This is an optimization exercise on Yosys and OpenROAD, whose aim is small area, a short achievable clock period and few clock cycles per item, not a production implementation. No run shown here included a check of the RTL's function; only the layout flow was run. Power figures rest on the tool's default switching activity, not on a simulated workload.

==> flow/design.v (outline; a module is shown in full before it is edited, if it fits) <==
// module top_module: 2942 lines
// module fa_cell: 4 lines
// module hai_cell: 4 lines
module top_module(clk, reset, INIT, READY, DONE,
                  input_ram_en, input_ram_addr, input_ram_data,
                  filter_rom_en, filter_rom_addr, filter_rom_data,
                  conv_valid, conv_out);
  // ...
==> flow/run.sh <==
#!/bin/bash
# synth_recipe.tcl (not shown) runs the flow's synth.tcl, then flattens the netlist and writes it again
# the make line also repeats each setting of config.mk as NAME=value (left out here)
make -C /OpenROAD-flow-scripts/flow DESIGN_CONFIG=/design/flow/config.mk WORK_HOME=/design/flow/orfs CLKGATE_MAP_FILE= SYNTH_SCRIPT=/design/flow/synth_recipe.tcl finish
==> flow/config.mk <==
export PLATFORM = sky130hd
export DESIGN_NAME = top_module
export DESIGN_NICKNAME = top_module
export VERILOG_FILES = /design/flow/design.v
export SDC_FILE = /design/flow/constraint.sdc
export NUM_CORES = 4
export LEC_CHECK = 0
export CAP_MARGIN = 20
export CORE_MARGIN = 2
export CORE_UTILIZATION = 40
export PLACE_DENSITY = 0.6
export SETUP_SLACK_MARGIN = 3.4
export SLEW_MARGIN = 20
export SYNTH_HIERARCHICAL = 1
export SYNTH_MINIMUM_KEEP_SIZE = 0
==> flow/constraint.sdc <==
create_clock -name core_clock -period 6.0 [get_ports {clk}]
set_input_delay 1.2000 -clock core_clock [delete_from_list [all_inputs] [get_ports {clk}]]
set_output_delay 1.2000 -clock core_clock [all_outputs]
set_load 0.01 [all_outputs]
==> insert_results.sql, run 1 <==
INSERT INTO impl_metrics (metric_group, metric, value, unit) VALUES
('critical_path', 'crit_slowest_cell', 'sky130_fd_sc_hd__fa_2', ''),
('logic_synthesis', 'mux_contribution_to_synthesized_area', '0', ''),
('logic_synthesis', 'async_reset_ff_frac', '0', ''),
('floorplanning', 'die-area', '52300', 'µm²'),
('logic_synthesis', 'seq_area_frac_synth', '0.315', ''),
('route', 'drt_first_iter_violations', '876', ''),
('grt', 'initial_antenna_violation_count', '2', ''),
('logic_synthesis', 'synth_top_flop_cell', 'sky130_fd_sc_hd__dfxtp_1', ''),
('status', 'run_status', 'no timing/DRC/antenna violations', ''),
('power', 'power_frac_comb', '0.604', ''),
('power', 'total_power', '0.0144', 'W'),
('logic_synthesis', 'syn_avg_cell_area', '11.9', 'µm²'),
('grt', 'grt_pass1_vias', '14600', ''),
('logic_synthesis', 'synthMostInstantiatedCell', 'sky130_fd_sc_hd__nand2_1', ''),
('route', 'top_layer_used', 'met5', ''),
('critical_path', 'endpoint', 'k2_1613$_DFF_P_', ''),
('cells_and_area', 'layout_commonest_cell', 'sky130_fd_sc_hd__nand2_1', ''),
('placed_design', 'pre_cts_ws', '2.84', 'ns'),
('critical_path', 'cp_max_fo', '1', ''),
('logic_synthesis', 'synth_largest_type_area_fraction', '0.491', ''),
('clock_network', 'number_of_clock_buffers_inserted_by_tritoncts', '38', ''),
('clock_network', 'clock-sinks', '318', ''),
('logic_synthesis', 'synth.lib_cells_used.distinct', '39', ''),
('clock_network', 'worst_skew_pair.late_latency', '0.56', 'ns'),
('logic_synthesis', 'number_of_enable_flip_flop_cells_after_synthesis', '0', ''),
('cells_and_area', 'largestClassByArea', 'multi-input gates', ''),
('cells_and_area', 'seq_area_frac', '0.266', ''),
('power', 'power_switching', '0.00576', 'W');
==> inputs of run 2 (changes only) <==
--- a/flow/design.v
+++ b/flow/design.v
@@ -37,37 +37,38 @@
         if (DONE) ready_q <= 1'b1;
     end
 end
 assign READY = ready_q;
 assign input_ram_en = rd_en;
 assign input_ram_addr = rd_addr;
 assign filter_rom_en = rd_en;
 assign filter_rom_addr = rd_addr[0];
-reg [4:0] vo_p;
-reg [4:0] last_p;
+reg [5:0] vo_p;
+reg [5:0] last_p;
 always @(posedge clk) begin
     if (!reset) begin
-        vo_p <= 5'd0;
-        last_p <= 5'd0;
+        vo_p <= 6'd0;
+        last_p <= 6'd0;
     end else begin
-        vo_p <= {vo_p[3:0], rd_en & rd_addr[0]};
-        last_p <= {last_p[3:0], rd_en & rd_last};
+        vo_p <= {vo_p[4:0], rd_en & rd_addr[0]};
+        last_p <= {last_p[4:0], rd_en & rd_last};
     end
 end
-assign conv_valid = vo_p[4];
-assign DONE = last_p[4];
+assign conv_valid = vo_p[5];
+assign DONE = last_p[5];
 reg [0:0] g_q;
 always @(posedge clk)
     g_q <= {1{vo_p[2]}};
 reg [63:0] x_q, f_q;
 always @(posedge clk) begin
     x_q <= input_ram_data;
     f_q <= filter_rom_data;
 end
+reg [19:0] cs0, cs1;    
 reg [19:0] acc;
 wire p1;
 wire p2;
 wire p3;
 wire p4;
 wire p5;
 wire p6;
 wire p7;
@@ -1517,30 +1518,23 @@
 wire s1566;
 wire c1567;
 wire s1568;
 wire c1569;
 wire s1570;
 wire c1571;
 wire s1572;
 wire c1573;
-wire s1574;
-wire c1575;
-wire s1576;
-wire c1577;
-wire s1578;
-wire c1579;
-wire s1580;
-wire c1581;
-wire s1582;
-wire c1583;
-wire s1584;
-wire c1585;
-wire s1586;
-wire c1587;
+wire a1613;
+wire a1614;
+wire a1615;
+wire a1616;
+wire a1617;
+wire a1618;
+wire a1619;
 wire a1620;
 wire a1621;
 wire a1622;
 wire a1623;
 wire a1624;
 wire a1625;
 wire a1626;
 wire a1627;
@@ -1551,64 +1545,125 @@
 wire a1632;
 wire a1633;
 wire a1634;
 wire a1635;
 wire a1636;
 wire a1637;
 wire a1638;
 wire a1639;
-wire s1640;
-wire c1641;
-wire s1642;
-wire c1643;
-wire s1644;
-wire c1645;
-wire s1646;
-wire c1647;
-wire s1648;
-wire c1649;
-wire s1650;
-wire c1651;
-wire s1652;
-wire c1653;
-wire s1654;
-wire c1655;
-wire s1656;
-wire c1657;
-wire s1658;
-wire c1659;
-wire s1660;
-wire c1661;
-wire s1662;
-wire c1663;
-wire s1664;
-wire c1665;
-wire s1666;
-wire c1667;
-wire s1668;
-wire c1669;
-wire s1670;
-wire c1671;
-wire s1672;
-wire c1673;
-wire s1674;
-wire c1675;
-wire s1676;
-wire c1677;
-wire s1678;
-wire c1679;
-wire s1680;
-wire c1681;
-wire s1682;
-wire c1683;
-wire s1684;
-wire c1685;
-wire s1686;
-wire c1687;
+wire a1640;
+wire a1641;
+wire a1642;
+wire a1643;
+wire a1644;
+wire a1645;
+wire a1646;
+wire a1647;
+wire a1648;
+wire a1649;
+wire a1650;
+wire a1651;
+wire a1652;
+wire s1653;
+wire c1654;
+wire s1655;
+wire c1656;
+wire s1657;
+wire c1658;
+wire s1659;
+wire c1660;
+wire s1661;
+wire c1662;
+wire s1663;
+wire c1664;
+wire s1665;
+wire c1666;
+wire s1667;
+wire c1668;
+wire s1669;
+wire c1670;
+wire s1671;
+wire c1672;
+wire s1673;
+wire c1674;
+wire s1675;
+wire c1676;
+wire s1677;
+wire c1678;
+wire s1679;
+wire c1680;
+wire s1681;
+wire c1682;
+wire s1683;
+wire c1684;
+wire s1685;
+wire c1686;
+wire s1687;
+wire c1688;
+wire s1689;
+wire c1690;
+wire s1691;
+wire c1692;
+wire s1693;
+wire c1694;
+wire s1695;
+wire c1696;
+wire s1697;
+wire c1698;
+wire s1699;
+wire c1700;
+wire s1701;
+wire c1702;
+wire s1703;
+wire c1704;
+wire s1705;
+wire c1706;
+wire s1707;
+wire c1708;
+wire s1709;
+wire c1710;
+wire s1711;
+wire c1712;
+wire s1713;
+wire c1714;
+wire s1715;
+wire c1716;
+wire s1717;
+wire c1718;
+wire s1719;
+wire c1720;
+wire s1721;
+wire c1722;
+wire s1723;
+wire c1724;
+wire s1725;
+wire c1726;
+wire s1727;
+wire c1728;
+wire s1729;
+wire c1730;
+wire s1731;
+wire c1732;
+wire s1733;
+wire c1734;
+wire s1735;
+wire c1736;
+wire s1737;
+wire c1738;
+wire s1739;
+wire c1740;
+wire s1741;
+wire c1742;
+wire s1743;
+wire c1744;
+wire s1745;
+wire c1746;
+wire s1747;
+wire c1748;
 assign p1 = ~(x_q[0] & f_q[0]);
 assign p2 = ~(x_q[0] & f_q[1]);
 assign p3 = ~(x_q[0] & f_q[2]);
 assign p4 = ~(x_q[0] & f_q[3]);
 assign p5 = ~(x_q[0] & f_q[4]);
 assign p6 = ~(x_q[0] & f_q[5]);
 assign p7 = ~(x_q[0] & f_q[6]);
 assign p8 = ~(x_q[0] & f_q[7]);
@@ -2584,67 +2639,104 @@
 fa_cell u_s1558 (.a(c1533), .b(s1534), .c(s1536), .s(s1558), .co(c1559));
 fa_cell u_s1560 (.a(c1535), .b(c1537), .c(s1538), .s(s1560), .co(c1561));
 fa_cell u_s1562 (.a(c1539), .b(s1540), .c(s1506), .s(s1562), .co(c1563));
 fa_cell u_s1564 (.a(c1541), .b(s1542), .c(s1544), .s(s1564), .co(c1565));
 fa_cell u_s1566 (.a(c1543), .b(c1545), .c(s1546), .s(s1566), .co(c1567));
 fa_cell u_s1568 (.a(c1547), .b(s1548), .c(s1520), .s(s1568), .co(c1569));
 fa_cell u_s1570 (.a(c1549), .b(s1550), .c(k1_1413), .s(s1570), .co(c1571));
 fa_cell u_s1572 (.a(c1553), .b(c1525), .c(s1526), .s(s1572), .co(c1573));
-fa_cell u_s1574 (.a(c1555), .b(s1556), .c(k1_1348), .s(s1574), .co(c1575));
-fa_cell u_s1576 (.a(c1559), .b(s1560), .c(s1502), .s(s1576), .co(c1577));
-fa_cell u_s1578 (.a(c1561), .b(s1562), .c(s1508), .s(s1578), .co(c1579));
-fa_cell u_s1580 (.a(c1563), .b(s1564), .c(k1_1393), .s(s1580), .co(c1581));
-fa_cell u_s1582 (.a(c1565), .b(s1566), .c(s1516), .s(s1582), .co(c1583));
-fa_cell u_s1584 (.a(c1569), .b(s1570), .c(k1_1414), .s(s1584), .co(c1585));
-fa_cell u_s1586 (.a(c1571), .b(c1551), .c(s1552), .s(s1586), .co(c1587));
-assign a1620 = ~(acc[0] & g_q[0]);
-assign a1621 = ~(acc[1] & g_q[0]);
-assign a1622 = ~(acc[2] & g_q[0]);
-assign a1623 = ~(acc[3] & g_q[0]);
-assign a1624 = ~(acc[4] & g_q[0]);
-assign a1625 = ~(acc[5] & g_q[0]);
-assign a1626 = ~(acc[6] & g_q[0]);
-assign a1627 = ~(acc[7] & g_q[0]);
-assign a1628 = ~(acc[8] & g_q[0]);
-assign a1629 = ~(acc[9] & g_q[0]);
-assign a1630 = ~(acc[10] & g_q[0]);
-assign a1631 = ~(acc[11] & g_q[0]);
-assign a1632 = ~(acc[12] & g_q[0]);
-assign a1633 = ~(acc[13] & g_q[0]);
-assign a1634 = ~(acc[14] & g_q[0]);
-assign a1635 = ~(acc[15] & g_q[0]);
-assign a1636 = ~(acc[16] & g_q[0]);
-assign a1637 = ~(acc[17] & g_q[0]);
-assign a1638 = ~(acc[18] & g_q[0]);
-assign a1639 = ~(acc[19] & g_q[0]);
-fa_cell u_s1640 (.a(k2_1588), .b(k2_1589), .c(a1620), .s(s1640), .co(c1641));
-fa_cell u_s1642 (.a(k2_1592), .b(k2_1593), .c(a1623), .s(s1642), .co(c1643));
-fa_cell u_s1644 (.a(k2_1598), .b(k2_1599), .c(k2_1600), .s(s1644), .co(c1645));
-fa_cell u_s1646 (.a(k2_1601), .b(k2_1602), .c(a1629), .s(s1646), .co(c1647));
-fa_cell u_s1648 (.a(k2_1603), .b(k2_1604), .c(a1630), .s(s1648), .co(c1649));
-fa_cell u_s1650 (.a(k2_1605), .b(k2_1606), .c(a1631), .s(s1650), .co(c1651));
-fa_cell u_s1652 (.a(k2_1607), .b(k2_1608), .c(k2_1609), .s(s1652), .co(c1653));
-fa_cell u_s1654 (.a(k2_1610), .b(k2_1611), .c(k2_1612), .s(s1654), .co(c1655));
-fa_cell u_s1656 (.a(k2_1614), .b(k2_1615), .c(a1635), .s(s1656), .co(c1657));
-fa_cell u_s1658 (.a(k2_1616), .b(k2_1617), .c(a1636), .s(s1658), .co(c1659));
-fa_cell u_s1660 (.a(k2_1618), .b(k2_1619), .c(a1637), .s(s1660), .co(c1661));
-hai_cell u_s1662 (.a(c1641), .b(k2_1590), .s(s1662), .co(c1663));
-hai_cell u_s1664 (.a(k2_1591), .b(a1622), .s(s1664), .co(c1665));
-hai_cell u_s1666 (.a(c1643), .b(k2_1594), .s(s1666), .co(c1667));
-hai_cell u_s1668 (.a(k2_1595), .b(a1625), .s(s1668), .co(c1669));
-hai_cell u_s1670 (.a(k2_1596), .b(a1626), .s(s1670), .co(c1671));
-hai_cell u_s1672 (.a(k2_1597), .b(a1627), .s(s1672), .co(c1673));
-hai_cell u_s1674 (.a(s1644), .b(a1628), .s(s1674), .co(c1675));
-hai_cell u_s1676 (.a(c1645), .b(s1646), .s(s1676), .co(c1677));
-hai_cell u_s1678 (.a(c1647), .b(s1648), .s(s1678), .co(c1679));
-hai_cell u_s1680 (.a(c1649), .b(s1650), .s(s1680), .co(c1681));
-fa_cell u_s1682 (.a(c1651), .b(s1652), .c(a1632), .s(s1682), .co(c1683));
-fa_cell u_s1684 (.a(c1653), .b(s1654), .c(a1633), .s(s1684), .co(c1685));
-fa_cell u_s1686 (.a(c1655), .b(k2_1613), .c(a1634), .s(s1686), .co(c1687));
+assign a1613 = ~(~cs0[0] & g_q[0]);
+assign a1614 = ~(~cs0[1] & g_q[0]);
+assign a1615 = ~(~cs0[2] & g_q[0]);
+assign a1616 = ~(~cs0[3] & g_q[0]);
+assign a1617 = ~(~cs0[4] & g_q[0]);
+assign a1618 = ~(~cs0[5] & g_q[0]);
+assign a1619 = ~(~cs0[6] & g_q[0]);
+assign a1620 = ~(~cs0[7] & g_q[0]);
+assign a1621 = ~(~cs0[8] & g_q[0]);
+assign a1622 = ~(~cs0[9] & g_q[0]);
+assign a1623 = ~(~cs0[10] & g_q[0]);
+assign a1624 = ~(~cs0[11] & g_q[0]);
+assign a1625 = ~(~cs0[12] & g_q[0]);
+assign a1626 = ~(~cs0[13] & g_q[0]);
+assign a1627 = ~(~cs0[14] & g_q[0]);
+assign a1628 = ~(~cs0[15] & g_q[0]);
+assign a1629 = ~(~cs0[16] & g_q[0]);
+assign a1630 = ~(~cs0[17] & g_q[0]);
+assign a1631 = ~(~cs0[18] & g_q[0]);
+assign a1632 = ~(~cs0[19] & g_q[0]);
+assign a1633 = ~(~cs1[0] & g_q[0]);
+assign a1634 = ~(~cs1[1] & g_q[0]);
+assign a1635 = ~(~cs1[2] & g_q[0]);
+assign a1636 = ~(~cs1[3] & g_q[0]);
+assign a1637 = ~(~cs1[4] & g_q[0]);
+assign a1638 = ~(~cs1[5] & g_q[0]);
+assign a1639 = ~(~cs1[6] & g_q[0]);
+assign a1640 = ~(~cs1[7] & g_q[0]);
+assign a1641 = ~(~cs1[8] & g_q[0]);
+assign a1642 = ~(~cs1[9] & g_q[0]);
+assign a1643 = ~(~cs1[10] & g_q[0]);
+assign a1644 = ~(~cs1[11] & g_q[0]);
+assign a1645 = ~(~cs1[12] & g_q[0]);
+assign a1646 = ~(~cs1[13] & g_q[0]);
+assign a1647 = ~(~cs1[14] & g_q[0]);
+assign a1648 = ~(~cs1[15] & g_q[0]);
+assign a1649 = ~(~cs1[16] & g_q[0]);
+assign a1650 = ~(~cs1[17] & g_q[0]);
+assign a1651 = ~(~cs1[18] & g_q[0]);
+assign a1652 = ~(~cs1[19] & g_q[0]);
+fa_cell u_s1653 (.a(k2_1574), .b(k2_1575), .c(a1613), .s(s1653), .co(c1654));
+fa_cell u_s1655 (.a(k2_1576), .b(a1614), .c(a1634), .s(s1655), .co(c1656));
+fa_cell u_s1657 (.a(k2_1577), .b(a1615), .c(a1635), .s(s1657), .co(c1658));
+fa_cell u_s1659 (.a(k2_1578), .b(k2_1579), .c(a1616), .s(s1659), .co(c1660));
+fa_cell u_s1661 (.a(k2_1580), .b(a1617), .c(a1637), .s(s1661), .co(c1662));
+fa_cell u_s1663 (.a(k2_1581), .b(a1618), .c(a1638), .s(s1663), .co(c1664));
+fa_cell u_s1665 (.a(k2_1582), .b(a1619), .c(a1639), .s(s1665), .co(c1666));
+fa_cell u_s1667 (.a(k2_1583), .b(k2_1584), .c(k2_1585), .s(s1667), .co(c1668));
+fa_cell u_s1669 (.a(k2_1586), .b(k2_1587), .c(a1621), .s(s1669), .co(c1670));
+fa_cell u_s1671 (.a(k2_1588), .b(k2_1589), .c(k2_1590), .s(s1671), .co(c1672));
+fa_cell u_s1673 (.a(k2_1591), .b(a1622), .c(a1642), .s(s1673), .co(c1674));
+fa_cell u_s1675 (.a(k2_1592), .b(k2_1593), .c(k2_1594), .s(s1675), .co(c1676));
+fa_cell u_s1677 (.a(k2_1595), .b(k2_1596), .c(k2_1597), .s(s1677), .co(c1678));
+fa_cell u_s1679 (.a(k2_1598), .b(k2_1599), .c(k2_1600), .s(s1679), .co(c1680));
+fa_cell u_s1681 (.a(k2_1601), .b(a1625), .c(a1645), .s(s1681), .co(c1682));
+fa_cell u_s1683 (.a(k2_1602), .b(k2_1603), .c(a1626), .s(s1683), .co(c1684));
+fa_cell u_s1685 (.a(k2_1604), .b(k2_1605), .c(k2_1606), .s(s1685), .co(c1686));
+fa_cell u_s1687 (.a(k2_1607), .b(k2_1608), .c(k2_1609), .s(s1687), .co(c1688));
+fa_cell u_s1689 (.a(k2_1610), .b(a1629), .c(a1649), .s(s1689), .co(c1690));
+fa_cell u_s1691 (.a(k2_1611), .b(k2_1612), .c(a1630), .s(s1691), .co(c1692));
+fa_cell u_s1693 (.a(c1658), .b(s1659), .c(a1636), .s(s1693), .co(c1694));
+fa_cell u_s1695 (.a(c1666), .b(s1667), .c(a1620), .s(s1695), .co(c1696));
+fa_cell u_s1697 (.a(c1668), .b(s1669), .c(a1641), .s(s1697), .co(c1698));
+fa_cell u_s1699 (.a(c1670), .b(s1671), .c(s1673), .s(s1699), .co(c1700));
+fa_cell u_s1701 (.a(c1672), .b(c1674), .c(s1675), .s(s1701), .co(c1702));
+fa_cell u_s1703 (.a(c1676), .b(s1677), .c(a1624), .s(s1703), .co(c1704));
+fa_cell u_s1705 (.a(c1678), .b(s1679), .c(s1681), .s(s1705), .co(c1706));
+fa_cell u_s1707 (.a(c1680), .b(c1682), .c(s1683), .s(s1707), .co(c1708));
+fa_cell u_s1709 (.a(c1684), .b(s1685), .c(a1627), .s(s1709), .co(c1710));
+fa_cell u_s1711 (.a(c1686), .b(s1687), .c(a1628), .s(s1711), .co(c1712));
+fa_cell u_s1713 (.a(c1690), .b(s1691), .c(a1650), .s(s1713), .co(c1714));
+fa_cell u_s1715 (.a(c1692), .b(a1631), .c(a1651), .s(s1715), .co(c1716));
+fa_cell u_s1717 (.a(c1694), .b(c1660), .c(s1661), .s(s1717), .co(c1718));
+fa_cell u_s1719 (.a(c1700), .b(s1701), .c(a1623), .s(s1719), .co(c1720));
+fa_cell u_s1721 (.a(c1702), .b(s1703), .c(a1644), .s(s1721), .co(c1722));
+fa_cell u_s1723 (.a(c1706), .b(s1707), .c(a1646), .s(s1723), .co(c1724));
+fa_cell u_s1725 (.a(c1708), .b(s1709), .c(a1647), .s(s1725), .co(c1726));
+fa_cell u_s1727 (.a(c1710), .b(s1711), .c(a1648), .s(s1727), .co(c1728));
+fa_cell u_s1729 (.a(c1712), .b(c1688), .c(s1689), .s(s1729), .co(c1730));
+fa_cell u_s1731 (.a(c1716), .b(a1632), .c(a1652), .s(s1731), .co(c1732));
+hai_cell u_s1733 (.a(c1718), .b(c1662), .s(s1733), .co(c1734));
+hai_cell u_s1735 (.a(c1664), .b(s1665), .s(s1735), .co(c1736));
+hai_cell u_s1737 (.a(s1695), .b(a1640), .s(s1737), .co(c1738));
+hai_cell u_s1739 (.a(c1696), .b(s1697), .s(s1739), .co(c1740));
+hai_cell u_s1741 (.a(c1698), .b(s1699), .s(s1741), .co(c1742));
+hai_cell u_s1743 (.a(s1719), .b(a1643), .s(s1743), .co(c1744));
+hai_cell u_s1745 (.a(c1720), .b(s1721), .s(s1745), .co(c1746));
+fa_cell u_s1747 (.a(c1722), .b(c1704), .c(s1705), .s(s1747), .co(c1748));
 reg k1_1307;
 reg k1_1308;
 reg k1_1309;
 reg k1_1310;
 reg k1_1311;
 reg k1_1312;
 reg k1_1313;
 reg k1_1314;
@@ -2750,16 +2842,30 @@
 reg k1_1414;
 reg k1_1415;
 reg k1_1416;
 reg k1_1417;
 reg k1_1418;
 reg k1_1419;
 reg k1_1420;
 reg k1_1421;
+reg k2_1574;
+reg k2_1575;
+reg k2_1576;
+reg k2_1577;
+reg k2_1578;
+reg k2_1579;
+reg k2_1580;
+reg k2_1581;
+reg k2_1582;
+reg k2_1583;
+reg k2_1584;
+reg k2_1585;
+reg k2_1586;
+reg k2_1587;
 reg k2_1588;
 reg k2_1589;
 reg k2_1590;
 reg k2_1591;
 reg k2_1592;
 reg k2_1593;
 reg k2_1594;
 reg k2_1595;
@@ -2775,23 +2881,16 @@
 reg k2_1605;
 reg k2_1606;
 reg k2_1607;
 reg k2_1608;
 reg k2_1609;
 reg k2_1610;
 reg k2_1611;
 reg k2_1612;
-reg k2_1613;
-reg k2_1614;
-reg k2_1615;
-reg k2_1616;
-reg k2_1617;
-reg k2_1618;
-reg k2_1619;
 always @(posedge clk) begin
     k1_1307 <= s843;
     k1_1308 <= p449;
     k1_1309 <= s1209;
     k1_1310 <= c1210;
     k1_1311 <= s1211;
     k1_1312 <= s541;
     k1_1313 <= c1212;
@@ -2898,51 +2997,61 @@
     k1_1414 <= s1061;
     k1_1415 <= c1302;
     k1_1416 <= c1304;
     k1_1417 <= s1305;
     k1_1418 <= c840;
     k1_1419 <= c842;
     k1_1420 <= c1306;
     k1_1421 <= c1208;
-    k2_1588 <= k1_1307;
-    k2_1589 <= k1_1308;
-    k2_1590 <= k1_1309;
-    k2_1591 <= s1422;
-    k2_1592 <= c1423;
-    k2_1593 <= s1424;
-    k2_1594 <= s1482;
-    k2_1595 <= s1528;
-    k2_1596 <= s1554;
-    k2_1597 <= s1574;
-    k2_1598 <= c1575;
-    k2_1599 <= c1557;
-    k2_1600 <= s1558;
-    k2_1601 <= s1576;
-    k2_1602 <= s1456;
-    k2_1603 <= c1577;
-    k2_1604 <= s1578;
-    k2_1605 <= c1579;
-    k2_1606 <= s1580;
-    k2_1607 <= c1581;
-    k2_1608 <= s1582;
-    k2_1609 <= k1_1401;
-    k2_1610 <= c1583;
-    k2_1611 <= c1567;
-    k2_1612 <= s1568;
-    k2_1613 <= s1584;
-    k2_1614 <= c1585;
-    k2_1615 <= s1586;
-    k2_1616 <= c1587;
-    k2_1617 <= s1572;
-    k2_1618 <= c1573;
-    k2_1619 <= c1527;
+    k2_1574 <= k1_1307;
+    k2_1575 <= k1_1308;
+    k2_1576 <= k1_1309;
+    k2_1577 <= s1422;
+    k2_1578 <= c1423;
+    k2_1579 <= s1424;
+    k2_1580 <= s1482;
+    k2_1581 <= s1528;
+    k2_1582 <= s1554;
+    k2_1583 <= c1555;
+    k2_1584 <= s1556;
+    k2_1585 <= k1_1348;
+    k2_1586 <= c1557;
+    k2_1587 <= s1558;
+    k2_1588 <= c1559;
+    k2_1589 <= s1560;
+    k2_1590 <= s1502;
+    k2_1591 <= s1456;
+    k2_1592 <= c1561;
+    k2_1593 <= s1562;
+    k2_1594 <= s1508;
+    k2_1595 <= c1563;
+    k2_1596 <= s1564;
+    k2_1597 <= k1_1393;
+    k2_1598 <= c1565;
+    k2_1599 <= s1566;
+    k2_1600 <= s1516;
+    k2_1601 <= k1_1401;
+    k2_1602 <= c1567;
+    k2_1603 <= s1568;
+    k2_1604 <= c1569;
+    k2_1605 <= s1570;
+    k2_1606 <= k1_1414;
+    k2_1607 <= c1571;
+    k2_1608 <= c1551;
+    k2_1609 <= s1552;
+    k2_1610 <= s1572;
+    k2_1611 <= c1573;
+    k2_1612 <= c1527;
+end
+always @(posedge clk) begin
+    cs0 <= {s1731, c1714, c1730, c1728, c1726, c1724, s1723, s1747, s1745, s1743, s1741, s1739, s1737, s1735, s1733, s1717, s1693, c1656, c1654, s1653};
+    cs1 <= {1'b1, s1715, s1713, s1729, s1727, s1725, c1748, c1746, c1744, c1742, c1740, c1738, c1736, c1734, s1663, 1'b1, 1'b1, s1657, s1655, a1633};
+    acc <= ~(cs0 + cs1 + 20'd1);
 end
-always @(posedge clk)
-    acc <= ~({a1639, c1661, c1659, c1657, s1656, s1686, s1684, s1682, s1680, s1678, s1676, s1674, s1672, s1670, s1668, s1666, s1642, s1664, s1662, s1640} + {1'b1, a1638, s1660, s1658, c1687, c1685, c1683, c1681, c1679, c1677, c1675, c1673, c1671, c1669, c1667, a1624, c1665, c1663, a1621, 1'b1} + 20'd1);
 assign conv_out = acc;
 endmodule
 module fa_cell(input a, input b, input c, output s, output co);
 assign s = a ^ b ^ c;
 assign co = (a & b) | (a & c) | (b & c);
 endmodule
 module hai_cell(input a, input b, output s, output co);
 assign s = ~(a ^ b);
==> flow/config.mk (replaced) <==
export PLATFORM = sky130hd
export DESIGN_NAME = top_module
export DESIGN_NICKNAME = top_module
export VERILOG_FILES = /design/flow/design.v
export SDC_FILE = /design/flow/constraint.sdc
export NUM_CORES = 4
export LEC_CHECK = 0
export CAP_MARGIN = 20
export CORE_MARGIN = 2
export CORE_UTILIZATION = 40
export PLACE_DENSITY = 0.6
export SETUP_SLACK_MARGIN = 3.6
export SLEW_MARGIN = 20
export SYNTH_HIERARCHICAL = 1
export SYNTH_MINIMUM_KEEP_SIZE = 0
==> insert_results.sql, run 2 <==
INSERT INTO impl_metrics (metric_group, metric, value, unit) VALUES
('status', 'run_status', 'no timing/DRC/antenna violations', ''),
('logic_synthesis', 'ys_ff_latch', '364', ''),
('floorplanning', 'top_level_port_count', '167', ''),
('cells_and_area', 'postLayoutCoreUtil', '0.520', ''),
('critical_path', 'r2r_slack', '3.24', 'ns'),
('placed_design', 'detailed_place_hpwl', '50200', 'µm'),
('route', 'route.detailed.drc', '0', ''),
('logic_synthesis', 'area_share_of_fa_ha_maj_cells_after_synthesis', '0.493', ''),
('route', 'detail_route.wl_per_cell', '22.9', 'µm'),
('logic_synthesis', 'syn_avg_cell_area', '12.3', 'µm²'),
('timing', 'final-setup-viol-count', '0', ''),
('timing', 'layout_min_cycle_time', '2.76', 'ns'),
('cells_and_area', 'layout_commonest_cell', 'sky130_fd_sc_hd__nand2_1', ''),
('route', 'wl_met1', '23600', 'µm'),
('timing', 'fin_skew', '0.0270', 'ns'),
('critical_path', 'regToRegStartpoint', 'x_q[5]$_DFF_P_', ''),
('route', 'via_count', '13000', ''),
('logic_synthesis', 'synth_compound_area_frac', '0.0123', ''),
('min_path', 'holdPathStages', '0', ''),
('logic_synthesis', 'async_reset_ff_frac', '0', ''),
('route', 'wl_met3', '3510', 'µm'),
('power', 'p_clk_frac', '0.223', ''),
('power', 'power_switching', '0.00469', 'W'),
('cells_and_area', 'biggest_registers_after_layout', 'f_q x64, x_q x64', ''),
('cells_and_area', 'area_growth', '29.0', '%'),
('min_path', 'min-delay-start', 'k1_1309$_DFF_P_', ''),
('clock_network', 'tritoncts_clock_tree', 'yes', ''),
('timing', 'setup_tns', '0', 'ns'),
('logic_synthesis', 'yosys.area_share.simple', '0.117', ''),
('clock_network', 'cts.clk_slew.worst_paths', '0.06', 'ns'),
('grt', 'initial_antenna_violation_count', '0', ''),
('route', 'vias_per_cell', '4.96', ''),
('floorplanning', 'floorplan.core_area', '53600', 'µm²'),
('route', 'drt_first_iter_violations', '744', ''),
('placed_design', 'weighted_congestion_reported_at_the_end_of_routability_driven_placement', '0.981', ''),
('run', 'max_cap_viol_count', '0', ''),
('clock_network', 'h-tree-depth', '2', ''),
('power', 'power_leakage', '9.81', 'nW'),
('floorplanning', 'placementRows', '85', ''),
('logic_synthesis', 'number_of_enable_flip_flop_cells_after_synthesis', '0', ''),
('logic_synthesis', 'mux_contribution_to_synthesized_area', '0.000464', ''),
('floorplanning', 'initial_utilization', '0.403', ''),
('critical_path', 'timing.setup.critical_path_class', 'flip-flop to flip-flop', ''),
('min_path', 'hold-path-endpoint', 'k2_1576$_DFF_P_', ''),
('floorplanning', 'die_height', '236', 'µm'),
('cells_and_area', 'layout.nets', '2571', ''),
('placed_design', 'placed_instances', '2490', ''),
('logic_synthesis', 'synth.lib_cells_used.distinct', '43', ''),
('logic_synthesis', 'seq_area_frac_synth', '0.338', ''),
('logic_synthesis', 'dominant_combinational_cell_family_by_area_after_synthesis', 'adder cells', ''),
('grt', 'globalRouteOverflowTotal', '0', ''),
('power', 'total_power', '0.0128', 'W'),
('clock_network', 'clockRootBuffer', 'sky130_fd_sc_hd__clkbuf_16', ''),
('critical_path', 'worst_r2r_endpoint', 'k1_1371$_DFF_P_', ''),
('clock_network', 'clock-sinks', '364', ''),
('power', 'power_frac_comb', '0.483', ''),
('power', 'irDropWorstVdd', '0.000245', 'V'),
('grt', 'grt_pass1_vias', '15300', ''),
('cells_and_area', 'fin_cells', '2626', ''),
('timing', 'rsz0062_at_grt', 'yes', ''),
('logic_synthesis', 'synth_largest_type_area_fraction', '0.478', ''),
('route', 'routed-wl-met2', '31000', 'µm'),
('logic_synthesis', 'netlist_top_cells_count', 'sky130_fd_sc_hd__nand2_1 (534), sky130_fd_sc_hd__fa_1 (515), sky130_fd_sc_hd__dfxtp_1 (364)', ''),
('timing', 'max_freq', '362', 'MHz'),
('logic_synthesis', 'synthMostInstantiatedCell', 'sky130_fd_sc_hd__nand2_1', ''),
('route', 'ant_nets', '0', ''),
('logic_synthesis', 'synth_top_flop_cell', 'sky130_fd_sc_hd__dfxtp_1', ''),
('critical_path', 'cp_max_fo', '8', ''),
('power', 'power.density', '460', 'nW/µm²'),
('grt', 'grtUsageTotal', '0.223', ''),
('clock_network', 'cts.path.max_buffers', '3', ''),
('power', 'seq_power_share', '0.295', ''),
('route', 'wl', '60100', 'µm'),
('power', 'switching_fraction_of_total_power', '0.366', ''),
('logic_synthesis', 'synth.largest_area_cell', 'sky130_fd_sc_hd__fa_1', ''),
('cells_and_area', 'post_route_cells_drive_above_1_share', '0.425', ''),
('floorplanning', 'die-area', '55800', 'µm²'),
('power', 'internal_power', '0.00812', 'W'),
('cells_and_area', 'most_frequent_cells_in_the_layout', 'sky130_fd_sc_hd__nand2_1 (362), sky130_fd_sc_hd__fa_2 (344), sky130_fd_sc_hd__dfxtp_1 (218)', ''),
('min_path', 'hold_path.class', 'flip-flop to flip-flop', ''),
('logic_synthesis', 'synthCells', '1762', ''),
('logic_synthesis', 'netlist_area_pre_place', '21600', 'µm²'),
('placed_design', 'buffer_ports.inserted', '166', ''),
('clock_network', 'cts-hold-fix-buffers', '0', ''),
('logic_synthesis', 'post_synth_main_area_contributors', 'sky130_fd_sc_hd__fa_1 (48%), sky130_fd_sc_hd__dfxtp_1 (34%), sky130_fd_sc_hd__nand2_1 (9.3%)', ''),
('logic_synthesis', 'ys_warns', '7', ''),
('route', 'top_layer_used', 'met4', ''),
('critical_path', 'cp.required', '6.51', 'ns'),
('timing', 'hold_slack', '0.325', 'ns'),
('clock_network', 'number_of_clock_buffers_inserted_by_tritoncts', '42', ''),
('critical_path', 'crit_path_start_kind', 'flip-flop', ''),
('clock_network', 'worst_skew_pair.late_latency', '0.58', 'ns'),
('grt', 'wire_length_of_the_first_global_routing_pass', '90900', 'µm'),
('floorplanning', 'die_width', '236', 'µm'),
('critical_path', 'timing.reg2reg.worst_path_depth', '5', ''),
('timing', 'post-route-period-util', '0.460', ''),
('critical_path', 'endpoint_kind', 'flip-flop', ''),
('timing', 'slew_violations', '0', ''),
('critical_path', 'critPathArrivalTime', '3.27', 'ns'),
('logic_synthesis', 'post_synth_xor_area_fraction', '0.0101', ''),
('grt', 'grt_max_degree', '19', ''),
('route', 'dr.pass1.iters', '5', ''),
('timing', 'hold_viol_final', '0', '');
## run 2: worst max-delay path, stage by stage (launching register included)
cell                      delay (ns)
sky130_fd_sc_hd__dfxtp_4        0.44
sky130_fd_sc_hd__nand2_2        0.08
sky130_fd_sc_hd__fa_1           0.52
sky130_fd_sc_hd__fa_2           0.67
sky130_fd_sc_hd__fa_2           0.47
sky130_fd_sc_hd__fa_2           0.53
## run 2: cells by family after synthesis
family / Yosys count
AO/OA/AOI/OAI: 39
XOR/XNOR: 25
adder cells (fa/ha/maj): 541
buffers and inverters: 170
flip-flops: 364
multiplexers: 1
other: 1
AND/OR/NAND/NOR: 621
## run 2: stage by stage
| stage | instance area [µm²] | setup slack [ns] |
|---|---|---|
| final | 27900 | 3.24 |
| after global routing | 27800 | 3.22 |
| after CTS | 27200 | 3.29 |
| after detailed placement | 24100 | 2.92 |
| after global placement | 24100 | 2.95 |
| after floorplan | 23400 | 3.41 |
## run 2: Yosys stat by module, one instance, submodules excluded
module      area, µm²  flip-flops and latches
top_module      11100                     364
hai_cell         27.5                       0
fa_cell          20.0                       0
## run 2: how the worst max path moves through the flow
| stage | from | endpoint | slack [ns] | cells past startpoint |
|---|---|---|---|---|
| after floorplan | x_q[53]$_DFF_P_ | k1_1346$_DFF_P_ | 3.41 | 6 |
| final | x_q[5]$_DFF_P_ | k1_1371$_DFF_P_ | 3.24 | 5 |
| after global routing | f_q[23]$_DFF_P_ | k1_1382$_DFF_P_ | 3.22 | 5 |
| after detailed placement | f_q[58]$_DFF_P_ | k1_1341$_DFF_P_ | 2.92 | 5 |
| after global placement | f_q[58]$_DFF_P_ | k1_1341$_DFF_P_ | 2.95 | 5 |
| after CTS | x_q[3]$_DFF_P_ | k1_1371$_DFF_P_ | 3.29 | 5 |
## run 2: timing repair
item                       CTS  global route
setup endpoints to repair  160           134
gates cloned                 0             0
setup buffers               40            21
gates resized for setup    578           164
pin swaps                  150           137
## run 2: per-layer routing
metal,vias to the layer above,track usage
met5,-,0
met4,0,0.0725
met3,125,0.0463
li1,5561,-
met1,6917,0.272
met2,431,0.395
## run 2: power groups by stage
| stage | clock, W | sequential [W] | combinational, W |
|---|---|---|---|
| after CTS | 0.00293 | 0.00378 | 0.00609 |
| after global routing | 0.00303 | 0.00386 | 0.00714 |
| after floorplan | 0 | 0.00362 | 0.00404 |
| after detailed placement | 0 | 0.00384 | 0.00589 |
| after global placement | 0 | 0.00382 | 0.00569 |
| final | 0.00285 | 0.00378 | 0.00618 |
## run 2: final cells by class
| class | instances | area [µm²] |
|---|---|---|
| diodes | 1 | 2.50 |
| clock buffers | 53 | 1180 |
| clock inverters | 21 | 363 |
| fillers | 4554 | 25700 |
| inverters | 34 | 128 |
| multi-input cells | 1230 | 15200 |
| flip-flops and latches | 364 | 7810 |
| well taps | 696 | 871 |
| repair buffers | 227 | 2290 |

[re-timing with driven ports]
The results above use ideal ports. As a check the final layouts listed here were re-extracted and re-timed, cells and wires unchanged. Step 1 (the two cells are an assumption about what drives the block):
set clk [get_ports {clk}]
set_driving_cell -lib_cell sky130_fd_sc_hd__clkbuf_16 $clk
set_driving_cell -lib_cell sky130_fd_sc_hd__buf_2 [delete_from_list [all_inputs] $clk]
Step 2 times the ports against the registers' clock, not the clock port: input delays grow and output delays shrink by t, the midpoint of the rising clock arrivals with the driver on. Slacks: ideal ports / drivers / drivers and shift; pairs: ideal ports / drivers.
| run | t, ns | slack for setup (ns) | worst register clock-pin slew, ns | worst slew at a driven data input, ns |
|---|---|---|---|---|
| run 1 | 0.607 | 3.031 / 3.031 / 3.031 | 0.07 / 0.07 | 0.05 |
| run 2 | 0.623 | 3.239 / 3.239 / 3.239 | 0.07 / 0.07 | 0.04 |
After both steps every run listed still meets setup and hold.
